From an optimization exercise on the open Yosys and OpenROAD flow, aimed at small area, a short achievable clock period and few clock cycles per item; shortcuts taken in it are not production practice.
The RTL was checked by simulation tests, not by an equivalence proof against the original design.

==> flow/design.v (outline; a module is shown in full before it is edited, if it fits) <==
// module FpRounder: 63 lines
// module FpClassifier: 65 lines
// module FpSignUnit: 19 lines
// module FpComparator: 159 lines
// module FpMul: 148 lines
// module FpAdd: 180 lines
// module FpMulAdd: 50 lines
// module FpDivUnit: 156 lines
// module SqrtUnit: 65 lines
// module FpSqrtUnit: 138 lines
// module FpUnit: 163 lines
// module Fp32Unit: 41 lines
module Fp32Unit (
    output logic [31:0] intResult,
    output logic [31:0] fpResult,
    output logic writeFlags,
    output logic [4:0] writeFlagsValue,
    output logic done,
    input logic enable,
    input logic flush,
    input logic [2:0] unit,
    input logic [3:0] command,
    input logic [2:0] roundingMode,
    input logic [31:0] intSrc1,
    input logic [31:0] intSrc2,
    input logic [31:0] fpSrc1,
    input logic [31:0] fpSrc2,
    input logic [31:0] fpSrc3,
    input logic clk,
    input logic rst
);
  // ...
==> flow/run.sh <==
#!/bin/bash
# synth_recipe.tcl (not shown) runs the flow's synth.tcl, then flattens the netlist and writes it again
# the make line also repeats each setting of config.mk as NAME=value (left out here)
make -C /OpenROAD-flow-scripts/flow DESIGN_CONFIG=/design/flow/config.mk WORK_HOME=/design/flow/orfs CLKGATE_MAP_FILE= SYNTH_SCRIPT=/design/flow/synth_recipe.tcl finish
==> flow/config.mk <==
export PLATFORM = sky130hd
export DESIGN_NAME = Fp32Unit
export DESIGN_NICKNAME = Fp32Unit
export VERILOG_FILES = /design/flow/design.v
export SDC_FILE = /design/flow/constraint.sdc
export NUM_CORES = 4
export LEC_CHECK = 0
export ABC_CLOCK_PERIOD_IN_PS = 80000
export CAP_MARGIN = 20
export CORE_MARGIN = 2
export CORE_UTILIZATION = 40
export SETUP_SLACK_MARGIN = 5
export SLEW_MARGIN = 20
==> flow/constraint.sdc <==
create_clock -name core_clock -period 240.0 [get_ports {clk}]
set_input_delay 48.0000 -clock core_clock [delete_from_list [all_inputs] [get_ports {clk}]]
set_output_delay 48.0000 -clock core_clock [all_outputs]
set_load 0.01 [all_outputs]
==> key figures, run 1 <==
Run status
  • Status: timing/DRC/antenna clean

Final layout
  • Seq area share: 1.63%
  • Commonest non-fill, non-tap cell in the layout: nor2_1
  • Clock buffers: 9
  • Layout fillers: 24300
  • Nets: 14700
  • Multi-input combinational area share: 86.5%
  • Comb_multi_in: 11600

Worst setup path
  • Critical-path top delay cell: o21ai_1
  • R2R cell count: 36
  • Crit path DAT: 178.58 ns
  • CP bufs+invs: 36

Clocking
  • Cts repair resizes: 25
  • Clock tree root driver cell: clkbuf_16

Global route
  • Largest net degree at the start of global routing: 65
  • GR peak layer: met2
  • Remaining global-route overflow: 0
  • Initial antenna violation count: 17
  • Tot GR Track Use: 29.6%

Detailed routing
  • Vias: 100000
  • Drt wl/cell: 22.8 um
  • Drt drc: 0

Die
  • # rows: 177
  • Die width: 486 um
  • Core area: 232000 um^2

Timing
  • RSZ-0062 raised after global routing: no
  • Worst slew pin tran: 1.25 ns
  • Slew HR: 15.3%
  • Post-route clock skew: 0.00815 ns

Synthesis
  • Syn nets: 14800
  • Cell accounting for the most synthesized area: ha_1
  • Most numerous cell in the Yosys netlist: nor2_1

Placement
  • Port bufs: 211

Hold path
  • Hold Path Class: reg2reg
Testbench counts, summed over its fixed seeds: cycles 27,678, ops 12,000.
==> module FpRounder, before the edit <==
module FpRounder #(
    parameter EXPONENT_WIDTH = 8,
    parameter FRACTION_WIDTH = 23,
    parameter WIDTH = 1 + EXPONENT_WIDTH + FRACTION_WIDTH
)(
    output logic [EXPONENT_WIDTH-1:0] roundedExponent,
    output logic [FRACTION_WIDTH-1:0] roundedFraction,
    output logic inexact,
    input logic [2:0] roundingMode,
    input logic sign,
    input logic [EXPONENT_WIDTH-1:0] exponent,
    input logic [FRACTION_WIDTH-1:0] fraction,
    input logic g,
    input logic r,
    input logic s
);
    logic [FRACTION_WIDTH:0] extendedFraction;
    logic ulp;
    always_comb begin
        extendedFraction = {1'b1, fraction};
        ulp = fraction[0];
    end
    logic increment;
    always_comb begin
        unique case (roundingMode)
        FRM_RNE: begin
            if ({g, r, s} == 3'b100) begin
                increment = ulp ? 1 : 0;
            end
            else if (({g, r, s} == 3'b101 || {g, r, s} == 3'b110 || {g, r, s} == 3'b111)) begin
                increment = 1;
            end
            else begin
                increment = 0;
            end
        end
        FRM_RTZ: increment = (sign == '1 && {g, r, s} != 3'b000) ? 1 : 0;
        FRM_RDN: increment = 0;
        FRM_RUP: increment = {g, r, s} != 3'b000 ? 1 : 0;
        FRM_RMM: increment = ({g, r, s} == 3'b100 || {g, r, s} == 3'b101 || {g, r, s} == 3'b110 || {g, r, s} == 3'b111) ? 1 : 0;
        default: increment = '0;
        endcase
    end
    logic [FRACTION_WIDTH:0] incrementdFraction;
    always_comb begin
        incrementdFraction = extendedFraction + 1;
    end
    always_comb begin
        if (increment && !incrementdFraction[FRACTION_WIDTH]) begin
            roundedExponent = exponent + 1;
            roundedFraction = incrementdFraction[FRACTION_WIDTH:1];
        end
        else if (increment && incrementdFraction[FRACTION_WIDTH]) begin
            roundedExponent = exponent;
            roundedFraction = incrementdFraction[FRACTION_WIDTH-1:0];
        end
        else begin
            roundedExponent = exponent;
            roundedFraction = fraction;
        end
        inexact = g | r | s;
    end
endmodule
==> module FpMulAdd, before the edit <==
module FpMulAdd #(
    parameter EXPONENT_WIDTH = 8,
    parameter FRACTION_WIDTH = 23,
    parameter WIDTH = 1 + EXPONENT_WIDTH + FRACTION_WIDTH
)(
    output logic [WIDTH-1:0] fpResult,
    output RvTypes::fflags_t flags,
    input logic [2:0] roundingMode,
    input OpTypes::FpMulAddCommand command,
    input logic [WIDTH-1:0] fpSrc1,
    input logic [WIDTH-1:0] fpSrc2,
    input logic [WIDTH-1:0] fpSrc3,
    input logic clk,
    input logic rst
);
    logic [WIDTH-1:0] resultMul;
    RvTypes::fflags_t flagsMul;
    FpMul #(
        .EXPONENT_WIDTH(EXPONENT_WIDTH),
        .FRACTION_WIDTH(FRACTION_WIDTH)
    ) fpMul (
        .result(resultMul),
        .flags(flagsMul),
        .roundingMode(roundingMode),
        .src1(fpSrc1),
        .src2(fpSrc2));
    logic [WIDTH-1:0] resultAdd;
    RvTypes::fflags_t flagsAdd;
    logic useSrc3;
    logic minus1;
    logic minus2;
    FpAdd #(
        .EXPONENT_WIDTH(EXPONENT_WIDTH),
        .FRACTION_WIDTH(FRACTION_WIDTH)
    ) fpAdd (
        .result(resultAdd),
        .flags(flagsAdd),
        .roundingMode(roundingMode),
        .minus1(minus1),
        .minus2(minus2),
        .src1(useSrc3 ? resultMul : fpSrc1),
        .src2(useSrc3 ? fpSrc3 : fpSrc2));
    always_comb begin
        fpResult = (command == FpMulAddCommand_FMUL) ? resultMul : resultAdd;
        flags    = (command == FpMulAddCommand_FMUL) ? flagsMul : flagsAdd;
        useSrc3  = (command == FpMulAddCommand_FMADD || command == FpMulAddCommand_FMSUB || command == FpMulAddCommand_FNMADD || command == FpMulAddCommand_FNMSUB);
        minus1   = (command == FpMulAddCommand_FNMADD || command == FpMulAddCommand_FNMSUB);
        minus2   = (command == FpMulAddCommand_FSUB || command == FpMulAddCommand_FMSUB || command == FpMulAddCommand_FNMADD);
    end
endmodule
==> run 2: changes to the inputs <==
==> flow/design.v (replaced) <==
package BasicTypes;
parameter BYTE_WIDTH = 8;
typedef logic signed [7:0]  int8_t;
typedef logic signed [15:0] int16_t;
typedef logic signed [31:0] int32_t;
typedef logic signed [63:0] int64_t;
typedef logic [7:0]  uint8_t;
typedef logic [15:0] uint16_t;
typedef logic [31:0] uint32_t;
typedef logic [63:0] uint64_t;
typedef struct packed {
    logic sign;
    logic [7:0] exponent;
    logic [22:0] fraction;
} fp32_t;
endpackage
package RvTypes;
parameter REG_ADDR_WIDTH = 5;
parameter CSR_ADDR_WIDTH = 12;
parameter FRM_RNE = 3'b000;  
parameter FRM_RTZ = 3'b001;  
parameter FRM_RDN = 3'b010;  
parameter FRM_RUP = 3'b011;  
parameter FRM_RMM = 3'b100;  
parameter FRM_DYN = 3'b111;  
parameter EXCEPTION_CODE_INSN_ADDR_MISALIGNED  = 4'h0;
parameter EXCEPTION_CODE_INSN_ACCESS_FAULT     = 4'h1;
parameter EXCEPTION_CODE_ILLEGAL_INSN          = 4'h2;
parameter EXCEPTION_CODE_BREAKPOINT            = 4'h3;
parameter EXCEPTION_CODE_LOAD_ADDR_MISALIGNED  = 4'h4;
parameter EXCEPTION_CODE_LOAD_ACCESS_FAULT     = 4'h5;
parameter EXCEPTION_CODE_STORE_ADDR_MISALIGNED = 4'h6;
parameter EXCEPTION_CODE_STORE_ACCESS_FAULT    = 4'h7;
parameter EXCEPTION_CODE_ECALL_FROM_U          = 4'h8;
parameter EXCEPTION_CODE_ECALL_FROM_S          = 4'h9;
parameter EXCEPTION_CODE_ECALL_FROM_M          = 4'hb;
parameter EXCEPTION_CODE_INSN_PAGE_FAULT       = 4'hc;
parameter EXCEPTION_CODE_LOAD_PAGE_FAULT       = 4'hd;
parameter EXCEPTION_CODE_STORE_PAGE_FAULT      = 4'hf;
parameter INTERRUPT_CODE_U_SOFTWARE = 4'h0;
parameter INTERRUPT_CODE_S_SOFTWARE = 4'h1;
parameter INTERRUPT_CODE_M_SOFTWARE = 4'h3;
parameter INTERRUPT_CODE_U_TIMER    = 4'h4;
parameter INTERRUPT_CODE_S_TIMER    = 4'h5;
parameter INTERRUPT_CODE_M_TIMER    = 4'h7;
parameter INTERRUPT_CODE_U_EXTERNAL = 4'h8;
parameter INTERRUPT_CODE_S_EXTERNAL = 4'h9;
parameter INTERRUPT_CODE_M_EXTERNAL = 4'hb;
typedef enum logic [1:0]
{
    MemoryAccessType_Instruction  = 2'h0,
    MemoryAccessType_Load         = 2'h2,
    MemoryAccessType_Store        = 2'h3
} MemoryAccessType;
typedef enum logic [1:0]
{
    Priv_User         = 2'b00,
    Priv_Supervisor   = 2'b01,
    Priv_Machine      = 2'b11
} Priv;
typedef logic [REG_ADDR_WIDTH-1:0] reg_addr_t;
typedef logic [CSR_ADDR_WIDTH-1:0] csr_addr_t;
typedef struct packed {
    logic NV;    
    logic DZ;    
    logic OF;    
    logic UF;    
    logic NX;    
} fflags_t;
endpackage
package Rv32Types;
parameter XLEN = 32;
parameter XLEN_LOG2 = 5;
parameter WORD_WIDTH = XLEN;
parameter WORD_SIZE = WORD_WIDTH / 8;
parameter VADDR_WIDTH = 32;
parameter PADDR_WIDTH = 34;
parameter PAGE_OFFSET_WIDTH = 12;
parameter VIRTUAL_PAGE_NUMBER_WIDTH = VADDR_WIDTH - PAGE_OFFSET_WIDTH;
parameter PHYSICAL_PAGE_NUMBER_WIDTH = PADDR_WIDTH - PAGE_OFFSET_WIDTH;
parameter PAGE_TABLE_ENTRY_SIZE = 4;
parameter PAGE_TABLE_ENTRY_WIDTH = PAGE_TABLE_ENTRY_SIZE * 8;
typedef logic signed    [XLEN-1:0] word_t;
typedef logic [VADDR_WIDTH-1:0] vaddr_t;
typedef logic [PADDR_WIDTH-1:0] paddr_t;
typedef struct packed
{
    logic [ 9:0] VPN1;
    logic [ 9:0] VPN0;
} virtual_page_number_t;
typedef struct packed
{
    logic [11:0] PPN1;
    logic [ 9:0] PPN0;
} physical_page_number_t;
typedef struct packed
{
    logic [ 9:0] VPN1;
    logic [ 9:0] VPN0;
    logic [11:0] OFFSET;
} vaddr_sv32_t;
typedef struct packed
{
    logic [11:0] PPN1;
    logic [ 9:0] PPN0;
    logic [11:0] OFFSET;
} paddr_sv32_t;
typedef struct packed
{
    logic [11:0] PPN1;
    logic [ 9:0] PPN0;
    logic [ 1:0] RESERVED;
    logic D;  
    logic A;  
    logic G;  
    logic U;  
    logic X;  
    logic W;  
    logic R;  
    logic V;  
} PageTableEntry;
typedef enum logic
{
    AddressTranslationMode_Bare = 1'h0,
    AddressTranslationMode_Sv32 = 1'h1
} AddressTranslationMode;
typedef enum logic [1:0]
{
    TrapVectorMode_Direct   = 2'b00,
    TrapVectorMode_Vectored = 2'b01
} TrapVectorMode;
parameter CSR_ADDR_USTATUS  = 12'h000;
parameter CSR_ADDR_UIE      = 12'h004;
parameter CSR_ADDR_UTVEC    = 12'h005;
parameter CSR_ADDR_FFLAGS   = 12'h001;
parameter CSR_ADDR_FRM      = 12'h002;
parameter CSR_ADDR_FCSR     = 12'h003;
parameter CSR_ADDR_USCRATCH = 12'h040;
parameter CSR_ADDR_UEPC     = 12'h041;
parameter CSR_ADDR_UCAUSE   = 12'h042;
parameter CSR_ADDR_UTVAL    = 12'h043;
parameter CSR_ADDR_UIP      = 12'h044;
parameter CSR_ADDR_SSTATUS      = 12'h100;
parameter CSR_ADDR_SEDELEG      = 12'h102;
parameter CSR_ADDR_SIDELEG      = 12'h103;
parameter CSR_ADDR_SIE          = 12'h104;
parameter CSR_ADDR_STVEC        = 12'h105;
parameter CSR_ADDR_SCOUNTEREN   = 12'h106;  
parameter CSR_ADDR_SSCRATCH = 12'h140;
parameter CSR_ADDR_SEPC     = 12'h141;
parameter CSR_ADDR_SCAUSE   = 12'h142;
parameter CSR_ADDR_STVAL    = 12'h143;
parameter CSR_ADDR_SIP      = 12'h144;
parameter CSR_ADDR_SATP     = 12'h180;
parameter CSR_ADDR_MSTATUS      = 12'h300;
parameter CSR_ADDR_MISA         = 12'h301;
parameter CSR_ADDR_MEDELEG      = 12'h302;
parameter CSR_ADDR_MIDELEG      = 12'h303;
parameter CSR_ADDR_MIE          = 12'h304;
parameter CSR_ADDR_MTVEC        = 12'h305;
parameter CSR_ADDR_MCOUNTEREN   = 12'h306;  
parameter CSR_ADDR_MSCRATCH = 12'h340;
parameter CSR_ADDR_MEPC     = 12'h341;
parameter CSR_ADDR_MCAUSE   = 12'h342;
parameter CSR_ADDR_MTVAL    = 12'h343;
parameter CSR_ADDR_MIP      = 12'h344;
parameter CSR_ADDR_CYCLE    = 12'hc00;
parameter CSR_ADDR_TIME     = 12'hc01;
parameter CSR_ADDR_INSTRET  = 12'hc02;
parameter CSR_ADDR_CYCLEH   = 12'hc80;
parameter CSR_ADDR_TIMEH    = 12'hc81;
parameter CSR_ADDR_INSTRETH = 12'hc82;
parameter CSR_ADDR_MVENDORID    = 12'hf11;
parameter CSR_ADDR_MARCHID      = 12'hf12;
parameter CSR_ADDR_MIMPID       = 12'hf13;
parameter CSR_ADDR_MHARTID      = 12'hf14;
typedef struct packed {
    logic SD;
    logic [7:0] RESERVED1;
    logic TSR;
    logic TW;
    logic TVM;
    logic MXR;
    logic SUM;
    logic MPRV;
    logic [1:0] XS;
    logic [1:0] FS;
    logic [1:0] MPP;
    logic [1:0] RESERVED2;
    logic SPP;
    logic MPIE;
    logic RESERVED3;
    logic SPIE;
    logic UPIE;
    logic MIE;
    logic RESERVED4;
    logic SIE;
    logic UIE;
} csr_xstatus_t;
typedef struct packed {
    logic [XLEN-1:2] BASE;
    TrapVectorMode MODE;
} csr_xtvec_t;
typedef struct packed {
    logic MEIP;
    logic RESERVED0;
    logic SEIP;
    logic UEIP;
    logic MTIP;
    logic RESERVED1;
    logic STIP;
    logic UTIP;
    logic MSIP;
    logic RESERVED2;
    logic SSIP;
    logic USIP;
} csr_xip_t;
typedef struct packed {
    logic MEIE;
    logic RESERVED0;
    logic SEIE;
    logic UEIE;
    logic MTIE;
    logic RESERVED1;
    logic STIE;
    logic UTIE;
    logic MSIE;
    logic RESERVED2;
    logic SSIE;
    logic USIE;
} csr_xie_t;
typedef struct packed {
    AddressTranslationMode MODE;
    logic [8:0] ASID;
    logic [21:0] PPN;
} csr_satp_t;
endpackage
package OpTypes;
typedef enum logic [3:0]
{
    AluCommand_Add      = 4'b0000,
    AluCommand_Sub      = 4'b1000,
    AluCommand_Sll      = 4'b0001,
    AluCommand_Slt      = 4'b0010,
    AluCommand_Sltu     = 4'b0011,
    AluCommand_Xor      = 4'b0100,
    AluCommand_Srl      = 4'b0101,
    AluCommand_Sra      = 4'b1101,
    AluCommand_Or       = 4'b0110,
    AluCommand_And      = 4'b0111,
    AluCommand_Clear1   = 4'b1001,  
    AluCommand_Clear2   = 4'b1010   
} AluCommand;
typedef enum logic [1:0]
{
    AluSrcType1_Zero    = 2'h0,
    AluSrcType1_Reg     = 2'h1,
    AluSrcType1_Pc      = 2'h2,
    AluSrcType1_Csr     = 2'h3
} AluSrcType1;
typedef enum logic [1:0]
{
    AluSrcType2_Zero    = 2'h0,
    AluSrcType2_Reg     = 2'h1,
    AluSrcType2_Imm     = 2'h2,
    AluSrcType2_Csr     = 2'h3
} AluSrcType2;
typedef enum logic [3:0]
{
    BranchType_Equal                = 4'b0000,
    BranchType_NotEqual             = 4'b0001,
    BranchType_LessThan             = 4'b0100,
    BranchType_GreaterEqual         = 4'b0101,
    BranchType_UnsignedLessThan     = 4'b0110,
    BranchType_UnsignedGreaterEqual = 4'b0111,
    BranchType_Always               = 4'b1111
} BranchType;
typedef enum logic [1:0]
{
    FenceType_None   = 2'b00,
    FenceType_Normal = 2'b01,  
    FenceType_I      = 2'b10,  
    FenceType_Vma    = 2'b11   
} FenceType;
typedef enum logic [2:0]
{
    ExecuteUnitType_None         = 3'h0,
    ExecuteUnitType_FpConverter  = 3'h1,
    ExecuteUnitType_Fp32         = 3'h2,
    ExecuteUnitType_Fp64         = 3'h3,
    ExecuteUnitType_LoadStore    = 3'h4,
    ExecuteUnitType_MulDiv       = 3'h5,
    ExecuteUnitType_Branch       = 3'h6
} ExecuteUnitType;
typedef enum logic [2:0]
{
    FpSubUnitType_Move         = 3'h0,
    FpSubUnitType_Classifier   = 3'h1,
    FpSubUnitType_Sign         = 3'h2,
    FpSubUnitType_Comparator   = 3'h3,
    FpSubUnitType_Converter    = 3'h4,
    FpSubUnitType_MulAdd       = 3'h5,
    FpSubUnitType_Div          = 3'h6,
    FpSubUnitType_Sqrt         = 3'h7
} FpSubUnitType;
typedef enum logic [3:0]
{
    FpComparatorCommand_Eq    = 4'h1,
    FpComparatorCommand_Lt    = 4'h2,
    FpComparatorCommand_Le    = 4'h3,
    FpComparatorCommand_Min   = 4'h4,
    FpComparatorCommand_Max   = 4'h5
} FpComparatorCommand;
typedef enum logic [3:0]
{
    FpSignUnitCommand_Sgnj  = 4'h1,
    FpSignUnitCommand_Sgnjn = 4'h2,
    FpSignUnitCommand_Sgnjx = 4'h3
} FpSignUnitCommand;
typedef enum logic [4:0]
{
    FpConverterCommand_W_S  = 5'h00,
    FpConverterCommand_WU_S = 5'h01,
    FpConverterCommand_L_S  = 5'h02,
    FpConverterCommand_LU_S = 5'h03,
    FpConverterCommand_W_D  = 5'h04,
    FpConverterCommand_WU_D = 5'h05,
    FpConverterCommand_L_D  = 5'h06,
    FpConverterCommand_LU_D = 5'h07,
    FpConverterCommand_S_W  = 5'h08,
    FpConverterCommand_S_WU = 5'h09,
    FpConverterCommand_S_L  = 5'h0a,
    FpConverterCommand_S_LU = 5'h0b,
    FpConverterCommand_D_W  = 5'h0c,
    FpConverterCommand_D_WU = 5'h0d,
    FpConverterCommand_D_L  = 5'h0e,
    FpConverterCommand_D_LU = 5'h0f,
    FpConverterCommand_S_D  = 5'h10,
    FpConverterCommand_D_S  = 5'h11
} FpConverterCommand;
typedef enum logic [3:0]
{
    FpMulAddCommand_FMADD   = 4'h0,
    FpMulAddCommand_FMSUB   = 4'h1,
    FpMulAddCommand_FNMSUB  = 4'h2,
    FpMulAddCommand_FNMADD  = 4'h3,
    FpMulAddCommand_FADD    = 4'h4,
    FpMulAddCommand_FSUB    = 4'h5,
    FpMulAddCommand_FMUL    = 4'h6
} FpMulAddCommand;
typedef union packed
{
    FpComparatorCommand cmp;
    FpSignUnitCommand sign;
    FpMulAddCommand mulAdd;
} FpCommandUnion;
typedef struct packed
{
    FpSubUnitType unit;
    FpCommandUnion command;
} FpCommand;
endpackage
import BasicTypes::*;
import RvTypes::*;
import Rv32Types::*;
module RcAdd #(
    parameter W = 8
)(
    output logic [W-1:0] s,
    output logic co,
    input logic [W-1:0] a,
    input logic [W-1:0] b,
    input logic ci
);
    logic [W:0] c;
    always_comb begin
        c[0] = ci;
        for (int i = 0; i < W; i++) begin
            s[i] = a[i] ^ b[i] ^ c[i];
            c[i+1] = (a[i] & b[i]) | (a[i] & c[i]) | (b[i] & c[i]);
        end
        co = c[W];
    end
endmodule
module RcInc #(
    parameter W = 8
)(
    output logic [W-1:0] s,
    output logic co,
    input logic [W-1:0] a,
    input logic ci
);
    logic [W:0] c;
    always_comb begin
        c[0] = ci;
        for (int i = 0; i < W; i++) begin
            s[i] = a[i] ^ c[i];
            c[i+1] = a[i] & c[i];
        end
        co = c[W];
    end
endmodule
module FpRounder #(
    parameter EXPONENT_WIDTH = 8,
    parameter FRACTION_WIDTH = 23,
    parameter WIDTH = 1 + EXPONENT_WIDTH + FRACTION_WIDTH
)(
    output logic [EXPONENT_WIDTH-1:0] roundedExponent,
    output logic [FRACTION_WIDTH-1:0] roundedFraction,
    output logic inexact,
    input logic [2:0] roundingMode,
    input logic sign,
    input logic [EXPONENT_WIDTH-1:0] exponent,
    input logic [FRACTION_WIDTH-1:0] fraction,
    input logic g,
    input logic r,
    input logic s
);
    logic increment;
    always_comb begin
        unique case (roundingMode)
        FRM_RNE: increment = g & (r | s | fraction[0]);
        FRM_RTZ: increment = sign & (g | r | s);
        FRM_RDN: increment = 1'b0;
        FRM_RUP: increment = g | r | s;
        FRM_RMM: increment = g;
        default: increment = 1'b0;
        endcase
        inexact = g | r | s;
    end
    logic [FRACTION_WIDTH-1:0] fractionPlusOne;
    logic fractionCarry;
    RcInc #(.W(FRACTION_WIDTH)) fractionInc (
        .s(fractionPlusOne),
        .co(fractionCarry),
        .a(fraction),
        .ci(1'b1));
    logic exponentCarry;
    RcInc #(.W(EXPONENT_WIDTH)) exponentInc (
        .s(roundedExponent),
        .co(exponentCarry),
        .a(exponent),
        .ci(increment & fractionCarry));
    always_comb begin
        roundedFraction = increment ? fractionPlusOne : fraction;
    end
endmodule
import BasicTypes::*;
import RvTypes::*;
import Rv32Types::*;
import OpTypes::*;
module FpClassifier #(
    parameter EXPONENT_WIDTH = 8,
    parameter FRACTION_WIDTH = 23,
    parameter WIDTH = 1 + EXPONENT_WIDTH + FRACTION_WIDTH
)(
    output Rv32Types::word_t intResult,
    input logic [WIDTH-1:0] fpSrc,
    input logic clk,
    input logic rst
);
    localparam FP_CLASS_NEG_INF          = 32'h0001;
    localparam FP_CLASS_NEG_NORMAL       = 32'h0002;
    localparam FP_CLASS_NEG_SUBNORMAL    = 32'h0004;
    localparam FP_CLASS_NEG_ZERO         = 32'h0008;
    localparam FP_CLASS_POS_ZERO         = 32'h0010;
    localparam FP_CLASS_POS_SUBNORMAL    = 32'h0020;
    localparam FP_CLASS_POS_NORMAL       = 32'h0040;
    localparam FP_CLASS_POS_INF          = 32'h0080;
    localparam FP_CLASS_SIGNALING_NAN    = 32'h0100;
    localparam FP_CLASS_QUIET_NAN        = 32'h0200;
    localparam EXPONENT_MAX = (1 << EXPONENT_WIDTH) - 2;
    logic sign;
    logic [EXPONENT_WIDTH-1:0] exponent;
    logic [FRACTION_WIDTH-1:0] fraction;
    always_comb begin
        sign = fpSrc[WIDTH-1];
        exponent = fpSrc[WIDTH-2:FRACTION_WIDTH];
        fraction = fpSrc[FRACTION_WIDTH-1:0];
    end
    always_comb begin
        if (sign == 1 && exponent == '1 && fraction == '0) begin
            intResult =  FP_CLASS_NEG_INF;
        end
        else if (sign == 1 && 1 <= exponent && exponent <= EXPONENT_MAX) begin
            intResult =  FP_CLASS_NEG_NORMAL;
        end
        else if (sign == 1 && exponent == '0 && fraction != '0) begin
            intResult =  FP_CLASS_NEG_SUBNORMAL;
        end
        else if (sign == 1 && exponent == '0 && fraction == '0) begin
            intResult =  FP_CLASS_NEG_ZERO;
        end
        else if (sign == 0 && exponent == '0 && fraction == '0) begin
            intResult =  FP_CLASS_POS_ZERO;
        end
        else if (sign == 0 && exponent == '0 && fraction != '0) begin
            intResult =  FP_CLASS_POS_SUBNORMAL;
        end
        else if (sign == 0 && 1 <= exponent && exponent <= EXPONENT_MAX) begin
            intResult =  FP_CLASS_POS_NORMAL;
        end
        else if (sign == 0 && exponent == '1 && fraction == '0) begin        
            intResult =  FP_CLASS_POS_INF;
        end
        else if (exponent == '1 && fraction != '0 && fraction[FRACTION_WIDTH-1] == 0) begin
            intResult =  FP_CLASS_SIGNALING_NAN;
        end
        else if (exponent == '1 && fraction != '0 && fraction[FRACTION_WIDTH-1] == 1) begin
            intResult =  FP_CLASS_QUIET_NAN;
        end
        else begin
            intResult =  '0;
        end
    end
endmodule
import BasicTypes::*;
import RvTypes::*;
import Rv32Types::*;
import OpTypes::*;
module FpSignUnit #(
    parameter WIDTH = 32
)(
    output logic [WIDTH-1:0] fpResult,
    input OpTypes::FpSignUnitCommand command,
    input logic [WIDTH-1:0] fpSrc1,
    input logic [WIDTH-1:0] fpSrc2,
    input logic clk,
    input logic rst
);
    always_comb begin
        unique case (command)
        FpSignUnitCommand_Sgnj:     fpResult = {fpSrc2[WIDTH-1], fpSrc1[WIDTH-2:0]};
        FpSignUnitCommand_Sgnjn:    fpResult = {~fpSrc2[WIDTH-1], fpSrc1[WIDTH-2:0]};
        FpSignUnitCommand_Sgnjx:    fpResult = {fpSrc1[WIDTH-1] ^ fpSrc2[WIDTH-1], fpSrc1[WIDTH-2:0]};
        default:                    fpResult = '0;
        endcase
    end
endmodule
import BasicTypes::*;
import RvTypes::*;
import Rv32Types::*;
import OpTypes::*;
module FpComparator #(
    parameter EXPONENT_WIDTH = 8,
    parameter FRACTION_WIDTH = 23,
    parameter WIDTH = 1 + EXPONENT_WIDTH + FRACTION_WIDTH
)(
    output Rv32Types::word_t intResult,
    output logic unsigned [WIDTH-1:0] fpResult,
    output RvTypes::fflags_t flags,
    input OpTypes::FpComparatorCommand command,
    input logic unsigned [WIDTH-1:0] fpSrc1,
    input logic unsigned [WIDTH-1:0] fpSrc2,
    input logic clk,
    input logic rst
);
    typedef enum logic [1:0]
    {
        FpResultType_Src1           = 2'h0,
        FpResultType_Src2           = 2'h1,
        FpResultType_QuietNan       = 2'h2,
        FpResultType_SignalingNan   = 2'h3
    } FpResultType;
    typedef logic unsigned [EXPONENT_WIDTH-1:0] exponent_t;
    typedef logic unsigned [FRACTION_WIDTH-1:0] fraction_t;
    function automatic logic unsigned [WIDTH-1:0] GetCanonicalQuietNan();
        logic unsigned [WIDTH-1:0] value;
        value[WIDTH-1] = '0;
        value[WIDTH-2:FRACTION_WIDTH-1] = '1;
        value[FRACTION_WIDTH-2:0] = '0;
        GetCanonicalQuietNan = value;
    endfunction
    function automatic logic unsigned [WIDTH-1:0] GetCanonicalSignalingNan();
        logic unsigned [WIDTH-1:0] value;
        value[WIDTH-1] = '0;
        value[WIDTH-2:FRACTION_WIDTH] = '1;
        value[FRACTION_WIDTH-1:1] = '0;
        value[0] = '1;
        GetCanonicalSignalingNan = value;
    endfunction
    logic sign1;
    logic sign2;
    exponent_t exponent1;
    exponent_t exponent2;
    fraction_t fraction1;
    fraction_t fraction2;
    always_comb begin
        sign1 = fpSrc1[WIDTH-1];
        sign2 = fpSrc2[WIDTH-1];
        exponent1 = fpSrc1[WIDTH-2:FRACTION_WIDTH];
        exponent2 = fpSrc2[WIDTH-2:FRACTION_WIDTH];
        fraction1 = fpSrc1[FRACTION_WIDTH-1:0];
        fraction2 = fpSrc2[FRACTION_WIDTH-1:0];
    end
    logic is_zero1;
    logic is_zero2;
    logic is_nan1;
    logic is_nan2;
    logic is_signaling_nan1;
    logic is_signaling_nan2;
    always_comb begin
        is_zero1 = exponent1 == '0 && fraction1 != '0;
        is_zero2 = exponent2 == '0 && fraction2 != '0;
        is_nan1 = exponent1 == '1 && fraction1 != '0;
        is_nan2 = exponent2 == '1 && fraction2 != '0;
        is_signaling_nan1 = is_nan1 && fraction1[FRACTION_WIDTH-1] == '0;
        is_signaling_nan2 = is_nan2 && fraction2[FRACTION_WIDTH-1] == '0;
    end
    logic sign_eq;
    logic sign_lt;
    logic sign_le;
    always_comb begin
        sign_eq = sign1 == sign2;
        sign_lt = sign1 == 1 && sign2 == 0;
        sign_le = sign_eq && sign_lt;
    end
    logic exponent_eq;
    logic exponent_lt;
    logic exponent_le;
    always_comb begin
        exponent_eq = exponent1 == exponent2;
        exponent_lt = exponent1 < exponent2;
        exponent_le = exponent1 <= exponent2;
    end
    logic fraction_eq;
    logic fraction_lt;
    logic fraction_le;
    always_comb begin
        fraction_eq = fraction1 == fraction2;
        fraction_lt = fraction1 < fraction2;
        fraction_le = fraction1 <= fraction2;
    end
    logic eq;
    logic lt;
    logic le;
    always_comb begin
        eq = (sign_eq & exponent_eq & fraction_eq) | (is_zero1 & is_zero2);
        lt = sign_lt |
            (sign_eq & !sign1 & exponent_lt) |
            (sign_eq & sign1 & !exponent_le) |
            (sign_eq & exponent_eq & !sign1 & fraction_lt) |
            (sign_eq & exponent_eq & sign1 & !fraction_le);
        le = eq | lt;
    end
    FpResultType fp_result_type;
    always_comb begin
        if (is_zero1 && is_zero2) begin
            fp_result_type = (!sign1 && sign2) ? FpResultType_Src1 : FpResultType_Src2;
        end
        else if (is_nan1 && is_nan2) begin
            fp_result_type = (is_signaling_nan1 || is_signaling_nan2) ? FpResultType_SignalingNan : FpResultType_QuietNan;
        end
        else if (!is_nan1 && is_nan2) begin
            fp_result_type = FpResultType_Src1;
        end
        else if (is_nan1 && !is_nan2) begin
            fp_result_type = FpResultType_Src2;
        end
        else begin
            unique case (command)
            FpComparatorCommand_Max: fp_result_type = lt ? FpResultType_Src2 : FpResultType_Src1;
            FpComparatorCommand_Min: fp_result_type = lt ? FpResultType_Src1 : FpResultType_Src2;
            default:                 fp_result_type = FpResultType_Src1;
            endcase
        end
    end
    always_comb begin
        if (is_nan1 || is_nan2) begin
            intResult = 0;
        end
        else begin
            unique case (command)
            FpComparatorCommand_Eq: intResult = eq ? 1 : 0;
            FpComparatorCommand_Lt: intResult = lt ? 1 : 0;
            FpComparatorCommand_Le: intResult = le ? 1 : 0;
            default:                intResult = 0;
            endcase
        end
        unique case (fp_result_type)
        FpResultType_Src1:          fpResult = fpSrc1;
        FpResultType_Src2:          fpResult = fpSrc2;
        FpResultType_QuietNan:      fpResult = GetCanonicalQuietNan();
        FpResultType_SignalingNan:  fpResult = GetCanonicalSignalingNan();
        default:                    fpResult = '0;
        endcase
        if ((command == FpComparatorCommand_Lt || command == FpComparatorCommand_Le)) begin
            flags.NV = is_nan1 || is_nan2;
            flags.DZ = 0;
            flags.OF = 0;
            flags.UF = 0;
            flags.NX = 0;
        end
        else begin
            flags.NV = is_signaling_nan1 || is_signaling_nan2;
            flags.DZ = 0;
            flags.OF = 0;
            flags.UF = 0;
            flags.NX = 0;
        end
    end
endmodule
import BasicTypes::*;
import RvTypes::*;
import Rv32Types::*;
import OpTypes::*;
module MulArray24 (
    output logic [47:0] p,
    input logic [23:0] a,
    input logic [23:0] b
);
    logic [23:0] s [0:23];
    logic [23:0] c [0:23];
    logic [23:0] cc;
    always_comb begin
        for (int j = 0; j < 24; j++) begin
            s[0][j] = a[j] & b[0];
            c[0][j] = 1'b0;
        end
        p[0] = s[0][0];
        for (int i = 1; i < 24; i++) begin
            for (int j = 0; j < 24; j++) begin
                logic x, y, z;
                x = a[j] & b[i];
                y = (j == 23) ? 1'b0 : s[i-1][j+1];
                z = c[i-1][j];
                s[i][j] = x ^ y ^ z;
                c[i][j] = (x & y) | (x & z) | (y & z);
            end
            p[i] = s[i][0];
        end
        cc[0] = 1'b0;
        for (int j = 0; j < 23; j++) begin
            p[24+j] = s[23][j+1] ^ c[23][j] ^ cc[j];
            cc[j+1] = (s[23][j+1] & c[23][j]) | (s[23][j+1] & cc[j]) | (c[23][j] & cc[j]);
        end
        p[47] = c[23][23] ^ cc[23];
    end
endmodule
module FpMul (
    output logic [31:0] result,
    output RvTypes::fflags_t flags,
    input logic [2:0] roundingMode,
    input logic [31:0] src1,
    input logic [31:0] src2
);
    logic sign1, sign2;
    logic [7:0] exponent1, exponent2;
    logic [22:0] fraction1, fraction2;
    logic is_zero1, is_zero2, is_inf1, is_inf2, is_nan1, is_nan2;
    always_comb begin
        sign1 = src1[31];
        sign2 = src2[31];
        exponent1 = src1[30:23];
        exponent2 = src2[30:23];
        fraction1 = src1[22:0];
        fraction2 = src2[22:0];
        is_zero1 = exponent1 == '0;
        is_zero2 = exponent2 == '0;
        is_nan1 = exponent1 == '1 && fraction1 != '0;
        is_nan2 = exponent2 == '1 && fraction2 != '0;
        is_inf1 = exponent1 == '1 && fraction1 == '0;
        is_inf2 = exponent2 == '1 && fraction2 == '0;
    end
    logic [47:0] prod;
    MulArray24 mulArray (
        .p(prod),
        .a({1'b1, fraction1}),
        .b({1'b1, fraction2}));
    logic [8:0] exponentPair;
    logic [9:0] exponentNormalized;
    logic unusedCarry1, unusedCarry2;
    RcAdd #(.W(8)) exponentAdd (
        .s(exponentPair[7:0]),
        .co(exponentPair[8]),
        .a(exponent1),
        .b(exponent2),
        .ci(1'b0));
    RcAdd #(.W(10)) exponentBias (
        .s(exponentNormalized),
        .co(unusedCarry1),
        .a({1'b0, exponentPair}),
        .b(10'h381),
        .ci(prod[47]));
    logic [22:0] fraction;
    logic g, r, s;
    always_comb begin
        if (prod[47]) begin
            fraction = prod[46:24];
            g = prod[23];
            r = prod[22];
            s = |prod[21:1];
        end
        else begin
            fraction = prod[45:23];
            g = prod[22];
            r = prod[21];
            s = |prod[20:0];
        end
    end
    logic inexact;
    logic [9:0] exponentRounded;
    logic [22:0] fractionRounded;
    FpRounder #(
        .EXPONENT_WIDTH(10),
        .FRACTION_WIDTH(23)
    ) rounder (
        .inexact(inexact),
        .roundedExponent(exponentRounded),
        .roundedFraction(fractionRounded),
        .roundingMode(roundingMode),
        .sign(sign1 ^ sign2),
        .exponent(exponentNormalized),
        .fraction(fraction),
        .g(g),
        .r(r),
        .s(s));
    logic overflow, underflow, isNan;
    always_comb begin
        overflow = !exponentRounded[9] && (exponentRounded[8] || exponentRounded[7:0] == 8'hff);
        underflow = exponentRounded[9] || exponentRounded == '0;
        isNan = is_nan1 || is_nan2 || (is_zero1 && is_inf2) || (is_zero2 && is_inf1);
        if (isNan) begin
            result = 32'h7f800001;
        end
        else if (is_inf1 || is_inf2) begin
            result = {sign1 ^ sign2, 8'hff, 23'h0};
        end
        else if (is_zero1 || is_zero2) begin
            result = {sign1 ^ sign2, 31'h0};
        end
        else begin
            result = {sign1 ^ sign2, exponentRounded[7:0], fractionRounded};
        end
        flags.NV = isNan;
        flags.DZ = 1'b0;
        flags.OF = overflow;
        flags.UF = underflow;
        flags.NX = inexact;
    end
endmodule
module FpAdd (
    output logic [31:0] result,
    output RvTypes::fflags_t flags,
    input logic [2:0] roundingMode,
    input logic [31:0] src1,
    input logic [31:0] src2
);
    logic sign1, sign2;
    logic [7:0] exponent1, exponent2;
    logic [22:0] fraction1, fraction2;
    logic is_zero1, is_zero2, is_inf1, is_inf2, is_nan1, is_nan2;
    always_comb begin
        sign1 = src1[31];
        sign2 = src2[31];
        exponent1 = src1[30:23];
        exponent2 = src2[30:23];
        fraction1 = src1[22:0];
        fraction2 = src2[22:0];
        is_zero1 = exponent1 == '0;
        is_zero2 = exponent2 == '0;
        is_nan1 = exponent1 == '1 && fraction1 != '0;
        is_nan2 = exponent2 == '1 && fraction2 != '0;
        is_inf1 = exponent1 == '1 && fraction1 == '0;
        is_inf2 = exponent2 == '1 && fraction2 == '0;
    end
    logic ge;
    logic [30:0] unusedDiff;
    RcAdd #(.W(31)) magnitudeCompare (
        .s(unusedDiff),
        .co(ge),
        .a(src1[30:0]),
        .b(~src2[30:0]),
        .ci(1'b1));
    logic sign_large, sign_small;
    logic [7:0] exponent_large, exponent_small;
    logic [22:0] fraction_large, fraction_small;
    always_comb begin
        sign_large = ge ? sign1 : sign2;
        sign_small = ge ? sign2 : sign1;
        exponent_large = ge ? exponent1 : exponent2;
        exponent_small = ge ? exponent2 : exponent1;
        fraction_large = ge ? fraction1 : fraction2;
        fraction_small = ge ? fraction2 : fraction1;
    end
    logic [7:0] shamt;
    logic unusedCarry1;
    RcAdd #(.W(8)) shamtSub (
        .s(shamt),
        .co(unusedCarry1),
        .a(exponent_large),
        .b(~exponent_small),
        .ci(1'b1));
    logic [23:0] mantissa_small;
    logic [27:0] shifted_small;
    logic sticky_small;
    logic [28:0] window_large;
    logic [28:0] window_small;
    logic minus;
    always_comb begin
        mantissa_small = {1'b1, fraction_small};
        shifted_small = (|shamt[7:5]) ? 28'h0 : ({1'b0, mantissa_small, 3'b000} >> shamt[4:0]);
        sticky_small = 1'b0;
        for (int i = 0; i < 24; i++) begin
            sticky_small = sticky_small | (mantissa_small[i] && shamt >= i + 4 && shamt <= i + 25);
        end
        window_large = {2'b01, fraction_large, 4'b0000};
        window_small = {shifted_small, sticky_small};
        minus = sign_large != sign_small;
    end
    logic [28:0] sum;
    logic unusedCarry2;
    RcAdd #(.W(29)) fractionAdd (
        .s(sum),
        .co(unusedCarry2),
        .a(window_large),
        .b(window_small ^ {29{minus}}),
        .ci(minus));
    logic [28:0] v1, v2, v3, v4, normalized;
    logic [4:0] lzc;
    logic isZeroSum;
    always_comb begin
        lzc[4] = ~|sum[28:13];
        v1 = lzc[4] ? {sum[12:0], 16'h0} : sum;
        lzc[3] = ~|v1[28:21];
        v2 = lzc[3] ? {v1[20:0], 8'h0} : v1;
        lzc[2] = ~|v2[28:25];
        v3 = lzc[2] ? {v2[24:0], 4'h0} : v2;
        lzc[1] = ~|v3[28:27];
        v4 = lzc[1] ? {v3[26:0], 2'h0} : v3;
        lzc[0] = ~v4[28];
        normalized = lzc[0] ? {v4[27:0], 1'b0} : v4;
        isZeroSum = ~normalized[28];
    end
    logic [7:0] exponentPlusOne, exponentNormalized;
    logic unusedCarry3, unusedCarry4;
    RcInc #(.W(8)) exponentInc (
        .s(exponentPlusOne),
        .co(unusedCarry3),
        .a(exponent_large),
        .ci(1'b1));
    RcAdd #(.W(8)) exponentSub (
        .s(exponentNormalized),
        .co(unusedCarry4),
        .a(exponentPlusOne),
        .b(~{3'b000, isZeroSum ? 5'h0 : lzc}),
        .ci(1'b1));
    logic inexact;
    logic [7:0] exponentRounded;
    logic [22:0] fractionRounded;
    FpRounder #(
        .EXPONENT_WIDTH(8),
        .FRACTION_WIDTH(23)
    ) rounder (
        .inexact(inexact),
        .roundedExponent(exponentRounded),
        .roundedFraction(fractionRounded),
        .roundingMode(roundingMode),
        .sign(sign_large),
        .exponent(exponentNormalized),
        .fraction(normalized[27:5]),
        .g(normalized[4]),
        .r(normalized[3]),
        .s(|normalized[2:0]));
    logic isNan;
    always_comb begin
        isNan = is_nan1 || is_nan2 || (is_inf1 && is_inf2 && sign1 != sign2);
        if (isNan) begin
            result = 32'h7fc00000;
        end
        else if (is_inf1 || is_inf2) begin
            result = {sign_large, 8'hff, 23'h0};
        end
        else if (is_zero1 && is_zero2) begin
            result = '0;
        end
        else begin
            result = {sign_large, exponentRounded, fractionRounded};
        end
        flags.NV = isNan;
        flags.DZ = 1'b0;
        flags.OF = !isNan && exponentRounded == 8'hff;
        flags.UF = !isNan && exponentRounded == 8'h00;
        flags.NX = !isNan && inexact;
    end
endmodule
module FpMulAdd #(
    parameter EXPONENT_WIDTH = 8,
    parameter FRACTION_WIDTH = 23,
    parameter WIDTH = 1 + EXPONENT_WIDTH + FRACTION_WIDTH
)(
    output logic [WIDTH-1:0] fpResult,
    output RvTypes::fflags_t flags,
    input logic [2:0] roundingMode,
    input OpTypes::FpMulAddCommand command,
    input logic [WIDTH-1:0] fpSrc1,
    input logic [WIDTH-1:0] fpSrc2,
    input logic [WIDTH-1:0] fpSrc3,
    input logic clk,
    input logic rst
);
    logic [31:0] resultMul;
    RvTypes::fflags_t flagsMul;
    FpMul fpMul (
        .result(resultMul),
        .flags(flagsMul),
        .roundingMode(roundingMode),
        .src1(fpSrc1),
        .src2(fpSrc2));
    logic isMul, useSrc3, minus1, minus2;
    always_comb begin
        isMul    = (command == FpMulAddCommand_FMUL);
        useSrc3  = (command == FpMulAddCommand_FMADD || command == FpMulAddCommand_FMSUB || command == FpMulAddCommand_FNMADD || command == FpMulAddCommand_FNMSUB);
        minus1   = (command == FpMulAddCommand_FNMADD || command == FpMulAddCommand_FNMSUB);
        minus2   = (command == FpMulAddCommand_FSUB || command == FpMulAddCommand_FMSUB || command == FpMulAddCommand_FNMADD);
    end
    logic [31:0] regSrc1, regSrc2;
    RvTypes::fflags_t regFlagsMul;
    logic regIsMul;
    logic [2:0] regRoundingMode;
    always_ff @(posedge clk) begin
        regSrc1 <= (useSrc3 || isMul) ? {resultMul[31] ^ minus1, resultMul[30:0]} : fpSrc1;
        regSrc2 <= useSrc3 ? {fpSrc3[31] ^ minus2, fpSrc3[30:0]} : {fpSrc2[31] ^ minus2, fpSrc2[30:0]};
        regFlagsMul <= flagsMul;
        regIsMul <= isMul;
        regRoundingMode <= roundingMode;
    end
    logic [31:0] resultAdd;
    RvTypes::fflags_t flagsAdd;
    FpAdd fpAdd (
        .result(resultAdd),
        .flags(flagsAdd),
        .roundingMode(regRoundingMode),
        .src1(regSrc1),
        .src2(regSrc2));
    always_comb begin
        fpResult = regIsMul ? regSrc1 : resultAdd;
        flags    = regIsMul ? regFlagsMul : flagsAdd;
    end
endmodule
import BasicTypes::*;
import RvTypes::*;
import Rv32Types::*;
module DivStep (
    output logic [23:0] remainderNext,
    output logic quotientBit,
    input logic [23:0] remainder,
    input logic dividendBit,
    input logic [23:0] divisor
);
    logic [24:0] diff;
    logic noBorrow;
    RcAdd #(.W(25)) sub (
        .s(diff),
        .co(noBorrow),
        .a({remainder, dividendBit}),
        .b({1'b1, ~divisor}),
        .ci(1'b1));
    always_comb begin
        quotientBit = noBorrow;
        remainderNext = noBorrow ? diff[23:0] : {remainder[22:0], dividendBit};
    end
endmodule
module FpDivUnit #(
    parameter EXPONENT_WIDTH = 8,
    parameter FRACTION_WIDTH = 23,
    parameter WIDTH = 1 + EXPONENT_WIDTH + FRACTION_WIDTH,
    parameter STEPS = 8,
    parameter LAST_STEPS = 2
)(
    output logic [WIDTH-1:0] fpResult,
    output RvTypes::fflags_t flags,
    input logic first,
    input logic [2:0] roundingMode,
    input logic [WIDTH-1:0] fpSrc1,
    input logic [WIDTH-1:0] fpSrc2,
    input logic clk,
    input logic rst
);
    typedef enum logic [1:0]
    {
        ResultType_Quotient = 2'h0,
        ResultType_Zero     = 2'h1,
        ResultType_Inf      = 2'h2,
        ResultType_Nan      = 2'h3
    } ResultType;
    logic sign1, sign2;
    logic [7:0] exponent1, exponent2;
    logic [22:0] fraction1, fraction2;
    logic is_zero1, is_zero2, is_inf1, is_inf2, is_nan1, is_nan2;
    always_comb begin
        sign1 = fpSrc1[31];
        sign2 = fpSrc2[31];
        exponent1 = fpSrc1[30:23];
        exponent2 = fpSrc2[30:23];
        fraction1 = fpSrc1[22:0];
        fraction2 = fpSrc2[22:0];
        is_zero1 = exponent1 == '0;
        is_zero2 = exponent2 == '0;
        is_nan1 = exponent1 == '1 && fraction1 != '0;
        is_nan2 = exponent2 == '1 && fraction2 != '0;
        is_inf1 = exponent1 == '1 && fraction1 == '0;
        is_inf2 = exponent2 == '1 && fraction2 == '0;
    end
    ResultType result_type;
    always_comb begin
        if (is_nan1 || is_nan2 || (is_zero1 && is_zero2) || (is_inf1 && is_inf2)) begin
            result_type = ResultType_Nan;
        end
        else if (is_inf1 || is_zero2) begin
            result_type = ResultType_Inf;
        end
        else if (is_zero1 || is_inf2) begin
            result_type = ResultType_Zero;
        end
        else begin
            result_type = ResultType_Quotient;
        end
    end
    logic [9:0] exponentSum;
    logic unusedCarry1;
    RcAdd #(.W(10)) exponentSub (
        .s(exponentSum),
        .co(unusedCarry1),
        .a({2'b00, exponent1}),
        .b(~{2'b00, exponent2}),
        .ci(1'b1));
    ResultType regType;
    logic regSign;
    logic [9:0] regExponent;
    logic [2:0] regRoundingMode;
    logic [23:0] regDivisor;
    logic [23:0] regRemainder;
    logic [25:0] regQuotient;
    logic regDividendBit;
    logic [23:0] stepRemainder [0:STEPS];
    logic [25:0] stepQuotient [0:STEPS];
    always_comb begin
        stepRemainder[0] = regRemainder;
        stepQuotient[0] = regQuotient;
    end
    for (genvar i = 0; i < STEPS; i++) begin : step
        logic quotientBit;
        DivStep divStep (
            .remainderNext(stepRemainder[i+1]),
            .quotientBit(quotientBit),
            .remainder(stepRemainder[i]),
            .dividendBit((i == 0) ? regDividendBit : 1'b0),
            .divisor(regDivisor));
        always_comb begin
            stepQuotient[i+1] = {stepQuotient[i][24:0], quotientBit};
        end
    end
    always_ff @(posedge clk) begin
        regType <= result_type;
        regSign <= sign1 ^ sign2;
        regExponent <= exponentSum + 10'd127;
        regRoundingMode <= roundingMode;
        regDivisor <= {1'b1, fraction2};
        regDividendBit <= first ? fraction1[0] : 1'b0;
        regRemainder <= first ? {2'b01, fraction1[22:1]} : stepRemainder[STEPS];
        regQuotient <= stepQuotient[STEPS];
    end
    logic [25:0] quotient;
    logic sticky;
    logic [9:0] exponentMinusOne;
    logic [9:0] exponentNormalized;
    logic [22:0] fraction;
    logic g, r, s;
    always_comb begin
        quotient = stepQuotient[LAST_STEPS];
        sticky = |stepRemainder[LAST_STEPS];
        exponentMinusOne = regExponent - 10'd1;
        if (quotient[25]) begin
            exponentNormalized = regExponent;
            fraction = quotient[24:2];
            g = quotient[1];
            r = quotient[0];
            s = sticky;
        end
        else begin
            exponentNormalized = exponentMinusOne;
            fraction = quotient[23:1];
            g = quotient[0];
            r = sticky;
            s = sticky;
        end
    end
    logic inexact;
    logic [9:0] exponentRounded;
    logic [22:0] fractionRounded;
    FpRounder #(
        .EXPONENT_WIDTH(10),
        .FRACTION_WIDTH(23)
    ) rounder (
        .inexact(inexact),
        .roundedExponent(exponentRounded),
        .roundedFraction(fractionRounded),
        .roundingMode(regRoundingMode),
        .sign(regSign),
        .exponent(exponentNormalized),
        .fraction(fraction),
        .g(g),
        .r(r),
        .s(s));
    always_comb begin
        unique case (regType)
        ResultType_Quotient: fpResult = {regSign, exponentRounded[7:0], fractionRounded};
        ResultType_Zero:     fpResult = {regSign, 31'h0};
        ResultType_Inf:      fpResult = {regSign, 8'hff, 23'h0};
        ResultType_Nan:      fpResult = 32'h7fc00000;
        default:             fpResult = '0;
        endcase
        flags.NV = regType == ResultType_Nan;
        flags.DZ = 1'b0;
        flags.OF = !exponentRounded[9] && (exponentRounded[8] || exponentRounded[7:0] == 8'hff);
        flags.UF = exponentRounded[9] || exponentRounded == '0;
        flags.NX = inexact;
    end
endmodule
import BasicTypes::*;
import RvTypes::*;
import Rv32Types::*;
module FpSqrtUnit #(
    parameter EXPONENT_WIDTH = 8,
    parameter FRACTION_WIDTH = 23,
    parameter WIDTH = 1 + EXPONENT_WIDTH + FRACTION_WIDTH,
    parameter STEPS = 8,
    parameter LAST_STEPS = 2
)(
    output logic [WIDTH-1:0] fpResult,
    output RvTypes::fflags_t flags,
    input logic first,
    input logic [2:0] roundingMode,
    input logic [WIDTH-1:0] fpSrc,
    input logic clk,
    input logic rst
);
    typedef enum logic [1:0]
    {
        ResultType_Sqrt = 2'h0,
        ResultType_Zero = 2'h1,
        ResultType_Inf  = 2'h2,
        ResultType_Nan  = 2'h3
    } ResultType;
    logic sign;
    logic [7:0] exponent;
    logic [22:0] fraction;
    logic is_zero, is_inf, is_nan;
    always_comb begin
        sign = fpSrc[31];
        exponent = fpSrc[30:23];
        fraction = fpSrc[22:0];
        is_zero = exponent == '0;
        is_nan = exponent == '1 && fraction != '0;
        is_inf = exponent == '1 && fraction == '0;
    end
    ResultType result_type;
    always_comb begin
        if (is_nan || sign) begin
            result_type = ResultType_Nan;
        end
        else if (is_inf) begin
            result_type = ResultType_Inf;
        end
        else if (is_zero) begin
            result_type = ResultType_Zero;
        end
        else begin
            result_type = ResultType_Sqrt;
        end
    end
    logic [8:0] exponentUnbiased;
    logic [7:0] exponentSqrt;
    logic [25:0] radicandTop;
    always_comb begin
        exponentUnbiased = {1'b0, exponent} - 9'd127;
        exponentSqrt = exponentUnbiased[8:1] + 8'd127;
        if (exponentUnbiased[0]) begin
            radicandTop = {1'b1, fraction, 2'b00};
        end
        else begin
            radicandTop = {2'b01, fraction, 1'b0};
        end
    end
    ResultType regType;
    logic [7:0] regExponent;
    logic [2:0] regRoundingMode;
    logic [25:0] regRadicand;
    logic [25:0] regRoot;
    logic [25:0] regRemainder;
    logic [25:0] stepRoot [0:STEPS];
    logic [25:0] stepRemainder [0:STEPS];
    always_comb begin
        stepRoot[0] = regRoot;
        stepRemainder[0] = regRemainder;
    end
    for (genvar i = 0; i < STEPS; i++) begin : step
        logic [27:0] subSrc1;
        logic [27:0] subResult;
        logic unusedCarry;
        always_comb begin
            subSrc1 = {stepRemainder[i], (2 * i + 1 <= 25) ? regRadicand[25 - 2 * i -: 2] : 2'b00};
        end
        RcAdd #(.W(28)) sub (
            .s(subResult),
            .co(unusedCarry),
            .a(subSrc1),
            .b(~{stepRoot[i], 2'b01}),
            .ci(1'b1));
        always_comb begin
            stepRoot[i+1] = {stepRoot[i][24:0], ~subResult[27]};
            stepRemainder[i+1] = subResult[27] ? subSrc1[25:0] : subResult[25:0];
        end
    end
    always_ff @(posedge clk) begin
        regType <= result_type;
        regExponent <= exponentSqrt;
        regRoundingMode <= roundingMode;
        if (first) begin
            regRadicand <= radicandTop;
            regRoot <= '0;
            regRemainder <= '0;
        end
        else begin
            regRadicand <= regRadicand << (2 * STEPS);
            regRoot <= stepRoot[STEPS];
            regRemainder <= stepRemainder[STEPS];
        end
    end
    logic [25:0] root;
    logic inexact;
    logic [7:0] exponentRounded;
    logic [22:0] fractionRounded;
    always_comb begin
        root = stepRoot[LAST_STEPS];
    end
    FpRounder #(
        .EXPONENT_WIDTH(8),
        .FRACTION_WIDTH(23)
    ) rounder (
        .inexact(inexact),
        .roundedExponent(exponentRounded),
        .roundedFraction(fractionRounded),
        .roundingMode(regRoundingMode),
        .sign(1'b0),
        .exponent(regExponent),
        .fraction(root[24:2]),
        .g(root[1]),
        .r(root[0]),
        .s(|stepRemainder[LAST_STEPS]));
    always_comb begin
        unique case (regType)
        ResultType_Sqrt: fpResult = {1'b0, exponentRounded, fractionRounded};
        ResultType_Zero: fpResult = '0;
        ResultType_Inf:  fpResult = {1'b0, 8'hff, 23'h0};
        ResultType_Nan:  fpResult = 32'h7fc00000;
        default:         fpResult = '0;
        endcase
        flags.NV = regType == ResultType_Nan;
        flags.DZ = 1'b0;
        flags.OF = 1'b0;
        flags.UF = 1'b0;
        flags.NX = regType == ResultType_Sqrt && inexact;
    end
endmodule
import BasicTypes::*;
import RvTypes::*;
import Rv32Types::*;
import OpTypes::*;
module FpUnit #(
    parameter EXPONENT_WIDTH = 8,
    parameter FRACTION_WIDTH = 23,
    parameter FP_WIDTH = 1 + EXPONENT_WIDTH + FRACTION_WIDTH
)(
    output Rv32Types::word_t intResult,
    output logic [FP_WIDTH-1:0] fpResult,
    output logic writeFlags,
    output RvTypes::fflags_t writeFlagsValue,
    output logic done,
    input logic enable,
    input logic flush,
    input OpTypes::FpSubUnitType unit,
    input OpTypes::FpCommandUnion command,
    input logic [2:0] roundingMode,
    input Rv32Types::word_t intSrc1,
    input Rv32Types::word_t intSrc2,
    input logic [FP_WIDTH-1:0] fpSrc1,
    input logic [FP_WIDTH-1:0] fpSrc2,
    input logic [FP_WIDTH-1:0] fpSrc3,
    input logic clk,
    input logic rst
);
    localparam DIV_STEPS = 8;
    localparam DIV_LAST_STEPS = 2;
    localparam DIV_LAST_PHASE = 1 + (26 - DIV_LAST_STEPS) / DIV_STEPS;
    localparam SQRT_STEPS = 8;
    localparam SQRT_LAST_STEPS = 2;
    localparam SQRT_LAST_PHASE = 1 + (26 - SQRT_LAST_STEPS) / SQRT_STEPS;
    logic [2:0] phase;
    logic first;
    always_comb begin
        first = phase == '0;
    end
    BasicTypes::uint32_t fpResultClass;
    FpClassifier #(
        .EXPONENT_WIDTH(EXPONENT_WIDTH),
        .FRACTION_WIDTH(FRACTION_WIDTH)
    ) fpClassifier(
        .intResult(fpResultClass),
        .fpSrc(fpSrc1),
        .clk(clk),
        .rst(rst));
    logic [FP_WIDTH-1:0] fpResultSign;
    FpSignUnit #(
        .WIDTH(FP_WIDTH)
    ) fpSignUnit (
        .fpResult(fpResultSign),
        .command(command.sign),
        .fpSrc1(fpSrc1),
        .fpSrc2(fpSrc2),
        .clk(clk),
        .rst(rst));
    BasicTypes::uint32_t intResultCmp;
    logic [FP_WIDTH-1:0] fpResultCmp;
    RvTypes::fflags_t flagsCmp;
    FpComparator #(
        .EXPONENT_WIDTH(EXPONENT_WIDTH),
        .FRACTION_WIDTH(FRACTION_WIDTH)
    ) fpComparator (
        .intResult(intResultCmp),
        .fpResult(fpResultCmp),
        .flags(flagsCmp),
        .command(command.cmp),
        .fpSrc1(fpSrc1),
        .fpSrc2(fpSrc2),
        .clk(clk),
        .rst(rst));
    logic [FP_WIDTH-1:0] fpResultMulAdd;
    RvTypes::fflags_t flagsMulAdd;
    FpMulAdd #(
        .EXPONENT_WIDTH(EXPONENT_WIDTH),
        .FRACTION_WIDTH(FRACTION_WIDTH)
    ) fpMulAdd (
        .fpResult(fpResultMulAdd),
        .flags(flagsMulAdd),
        .command(command.mulAdd),
        .roundingMode(roundingMode),
        .fpSrc1(fpSrc1),
        .fpSrc2(fpSrc2),
        .fpSrc3(fpSrc3),
        .clk(clk),
        .rst(rst));
    logic [FP_WIDTH-1:0] fpResultDiv;
    RvTypes::fflags_t flagsDiv;
    FpDivUnit #(
        .EXPONENT_WIDTH(EXPONENT_WIDTH),
        .FRACTION_WIDTH(FRACTION_WIDTH),
        .STEPS(DIV_STEPS),
        .LAST_STEPS(DIV_LAST_STEPS)
    ) fpDivUnit (
        .fpResult(fpResultDiv),
        .flags(flagsDiv),
        .first(first),
        .roundingMode(roundingMode),
        .fpSrc1(fpSrc1),
        .fpSrc2(fpSrc2),
        .clk(clk),
        .rst(rst));
    logic [FP_WIDTH-1:0] fpResultSqrt;
    RvTypes::fflags_t flagsSqrt;
    FpSqrtUnit #(
        .EXPONENT_WIDTH(EXPONENT_WIDTH),
        .FRACTION_WIDTH(FRACTION_WIDTH),
        .STEPS(SQRT_STEPS),
        .LAST_STEPS(SQRT_LAST_STEPS)
    ) fpSqrtUnit (
        .fpResult(fpResultSqrt),
        .flags(flagsSqrt),
        .first(first),
        .roundingMode(roundingMode),
        .fpSrc(fpSrc1),
        .clk(clk),
        .rst(rst));
    always_comb begin
        unique case (unit)
        FpSubUnitType_Move: begin
            intResult = fpSrc1[31:0];  
            fpResult = '0;
            fpResult[31:0] = intSrc1;  
            done = '1;
            writeFlags = '0;
            writeFlagsValue = '0;
        end
        FpSubUnitType_Classifier: begin
            intResult = fpResultClass;
            fpResult = '0;
            done = '1;
            writeFlags = '0;
            writeFlagsValue = '0;
        end
        FpSubUnitType_Sign: begin
            intResult = '0;
            fpResult = fpResultSign;
            done = '1;
            writeFlags = '0;
            writeFlagsValue = '0;
        end
        FpSubUnitType_Comparator: begin
            intResult = intResultCmp;
            fpResult = fpResultCmp;
            done = '1;
            writeFlags = '1;
            writeFlagsValue = flagsCmp;
        end
        FpSubUnitType_MulAdd: begin
            intResult = '0;
            fpResult = fpResultMulAdd;
            done = phase == 3'd1;
            writeFlags = '1;
            writeFlagsValue = flagsMulAdd;
        end
        FpSubUnitType_Div: begin
            intResult = '0;
            fpResult = fpResultDiv;
            done = phase == 3'(DIV_LAST_PHASE);
            writeFlags = '1;
            writeFlagsValue = flagsDiv;
        end
        FpSubUnitType_Sqrt: begin
            intResult = '0;
            fpResult = fpResultSqrt;
            done = phase == 3'(SQRT_LAST_PHASE);
            writeFlags = '1;
            writeFlagsValue = flagsSqrt;
        end
        default: begin
            intResult = '0;
            fpResult = '0;
            done = '0;
            writeFlags = '0;
            writeFlagsValue = '0;
        end
        endcase
    end
    always_ff @(posedge clk) begin
        if (rst || !enable || flush || done) begin
            phase <= '0;
        end
        else begin
            phase <= phase + 3'd1;
        end
    end
endmodule
import BasicTypes::*;
import RvTypes::*;
import Rv32Types::*;
import OpTypes::*;
module Fp32Unit (
    output logic [31:0] intResult,
    output logic [31:0] fpResult,
    output logic writeFlags,
    output logic [4:0] writeFlagsValue,
    output logic done,
    input logic enable,
    input logic flush,
    input logic [2:0] unit,
    input logic [3:0] command,
    input logic [2:0] roundingMode,
    input logic [31:0] intSrc1,
    input logic [31:0] intSrc2,
    input logic [31:0] fpSrc1,
    input logic [31:0] fpSrc2,
    input logic [31:0] fpSrc3,
    input logic clk,
    input logic rst
);
    FpUnit #(
        .EXPONENT_WIDTH(8),
        .FRACTION_WIDTH(23)
    ) body (
        .intResult(intResult),
        .fpResult(fpResult),
        .writeFlags(writeFlags),
        .writeFlagsValue(writeFlagsValue),
        .done(done),
        .enable(enable),
        .flush(flush),
        .unit(OpTypes::FpSubUnitType'(unit)),
        .command(OpTypes::FpCommandUnion'(command)),
        .roundingMode(roundingMode),
        .intSrc1(intSrc1),
        .intSrc2(intSrc2),
        .fpSrc1(fpSrc1),
        .fpSrc2(fpSrc2),
        .fpSrc3(fpSrc3),
        .clk(clk),
        .rst(rst));
endmodule
==> key figures, run 2 <==
Clocking
  • Hold Buf Count CTS: 0
  • Max Root-Sink Buffers: 3
  • Clk sinks: 247
  • Clock tree root driver cell: clkbuf_16
  • Cts repair resizes: 0 (-100%)
  • CTS Buf Count: 36
  • Clk pin slew, worst setup/hold paths: 0.06 ns

Die
  • # rows: 127 (-28%)
  • Die width: 351 um (-28%)
  • Core area: 119000 um^2 (-48%)
  • Starting Density: 40.2%
  • Die area: 123000 um^2
  • Num ports: 245

Worst setup path
  • CP dominant cell by count: o21ai_0
  • Critical-path top delay cell: o21ai_0
  • Crit path DAT: 54.77 ns (-123.81 ns)
  • CP top delay family: buffers and inverters
  • CP bufs+invs: 6 (-83%)
  • Startpoint Class: input pin
  • Crit path max fanout: 64

Detailed routing
  • WL final: 161000 um
  • DR vias/cell: 5.60
  • Drt wl/cell: 23.1 um (+1.5%)
  • Drt drc: 0 (unchanged)
  • Vias: 38900 (-61%)

Final layout
  • Area Growth Syn to Fin: 11.0%
  • Finished Core Util: 44.6%
  • Finished Layout Cells: 6947
  • Nets: 6645 (-55%)
  • Commonest non-fill, non-tap cell in the layout: fa_1
  • Most frequent cells in the layout: fa_1 (907), nor2_1 (761), inv_1 (543), nand2_1 (356), mux2i_1 (337)
  • Leading registers by flop count: body.fpMulAdd.regSrc1 x32, body.fpMulAdd.regSrc2 x32

Synthesis
  • Syn nets: 6590 (-55%)
  • Sequential area share after synthesis: 10.3%
  • YS warnings: 38
  • Number of synthesized flops with an enable pin: 0
  • Mux contribution to synthesized area: 11.0%
  • Syn Std Cell Area: 48000 um^2
  • Largest family of logic cells by synthesized area: adder cells
  • Post-synth cell types: 89
  • Most numerous cell in the Yosys netlist: fa_1
  • Cell accounting for the most synthesized area: fa_1
  • Share of the synthesized area in the top cell type: 37.8%
  • Compound-gate portion of the synthesized area: 10.7%
  • XOR/XNOR Fraction of Synth Area: 2.72%
  • Cell count after synthesis: 5247
  • Top cells by count, synth: fa_1 (907), nor2_1 (767), inv_1 (543), nand2_1 (357), mux2i_1 (337)

Placement
  • Dpl cells: 6876
  • Port bufs: 211 (unchanged)
  • Detail Placement HPWL: 129000 um
  • GP Congestion: 0.967
  • Dpl ws: 137.39 ns

Global route
  • First-pass GRT wire length: 246000 um
  • Initial antenna violation count: 19 (+2)
  • Tot GR Track Use: 26.6% (-3.1 points)
  • Remaining global-route overflow: 0 (unchanged)
  • GRT met3 Usage: 4.72%
  • GR peak layer: met2
  • Largest net degree at the start of global routing: 97 (+49%)

Timing
  • Hold Slack: 0.354 ns
  • Slew HR: 9.37% (-6.0 points)
  • Post-route clock skew: 0.0243 ns (+0.0162 ns)
  • RSZ-0062 raised after global routing: no
  • Tmin final: 102.77 ns
  • Worst slew pin tran: 1.34 ns (+0.0877 ns)
  • Tcrit/Tclk final: 42.8%
  • Max-slew violations: 0

Hold path
  • Hold Path Class: reg2reg

Run status
  • Status: timing/DRC/antenna clean
## run 2: cell count changes after synthesis, moves of 420 or more
cell     previous run  this run
ha_1              902       262
xnor2_1           619       101
nor2_1           1390       767
a21o_1            503        11
fa_1              487       907
a21oi_1          1156       266
nand2_1          1150       357
## run 2: worst paths after layout
check	slack, ns	cells after the start	from	to
worst min-delay path	0.35	0	body.fpDivUnit.regQuotient[7]	body.fpDivUnit.regQuotient[15]
worst max register to register	153.36	230	body.fpSqrtUnit.regRoot[1]	body.fpSqrtUnit.regRemainder[2]
worst min register to register	0.35	0	body.fpDivUnit.regQuotient[7]	body.fpDivUnit.regQuotient[15]
worst max-delay path	137.23	27	fpSrc2[9]	fpResult[31]
## run 2: layer usage
metal / wire [um] / vias up
li1: - / 17500
met1: 69200 / 19800
met2: 71900 / 1448
met3: 14200 / 247
met4: 5200 / 8
met5: 52 / -
## run 2: area by class of cell
type / instances / area, um^2
flip-flops and latches: 247 / 4940
clock inverters: 25 / 265
well taps: 1612 / 2020
multi-input cells: 4130 / 40000
repair buffers: 342 / 3080
clock buffers: 41 / 971
diodes: 5 / 12.5
fillers: 11800 / 66200
inverters: 545 / 2050
## run 2: through the flow
step | instance area (um^2)
floorplan | 48000
global placement | 52100
detailed placement | 52100
CTS | 53300
global route | 53300
finish | 53300
## run 2: cells by family (layout without fill, tap and decap cells)
logic type / Yosys count / in the layout
adders and majority gates: 1194 / 1194
muxes: 504 / 504
AOI/OAI and AO/OA: 813 / 813
other: 1 / 6
buffers and inverters: 870 / 953
xor gates and xnor gates: 134 / 134
DFF: 247 / 247
and+or+nand+nor: 1484 / 1484
Testbench counts of run 2, summed over its fixed seeds: cycles 23,936, ops 12,000.

[separate check: timing with driven ports]
No port has a modelled driver above. Below, the same layouts with a new extraction and two added sets of constraints.
Step 1 assumes that a clkbuf_16 drives the clock port and a buf_2 every other input.
Step 2 adds t to the input delays and takes it off the output delays; t is the mean of the earliest and latest rising clock arrival at the registers after step 1. Input paths then give back, and output paths get back, about the clock's delay inside the block.
Three values: ideal, step 1, step 2; two values: the first two.
| run | t (ns) | setup WS [ns] | worst setup path after step 2 | slew at the worst register clock pin (ns) |
|---|---|---|---|---|
| run 1 | 0.382 | 13.421 / 13.387 / 13.387 | input to output | 0.07 / 0.07 |
| run 2 | 0.649 | 137.227 / 137.200 / 137.200 | input to output | 0.07 / 0.07 |
After both steps setup and hold are still met in every run listed. The setup slack of run 1, which loses most, moves by -0.034 ns with the drivers and by -0.034 ns with both steps.
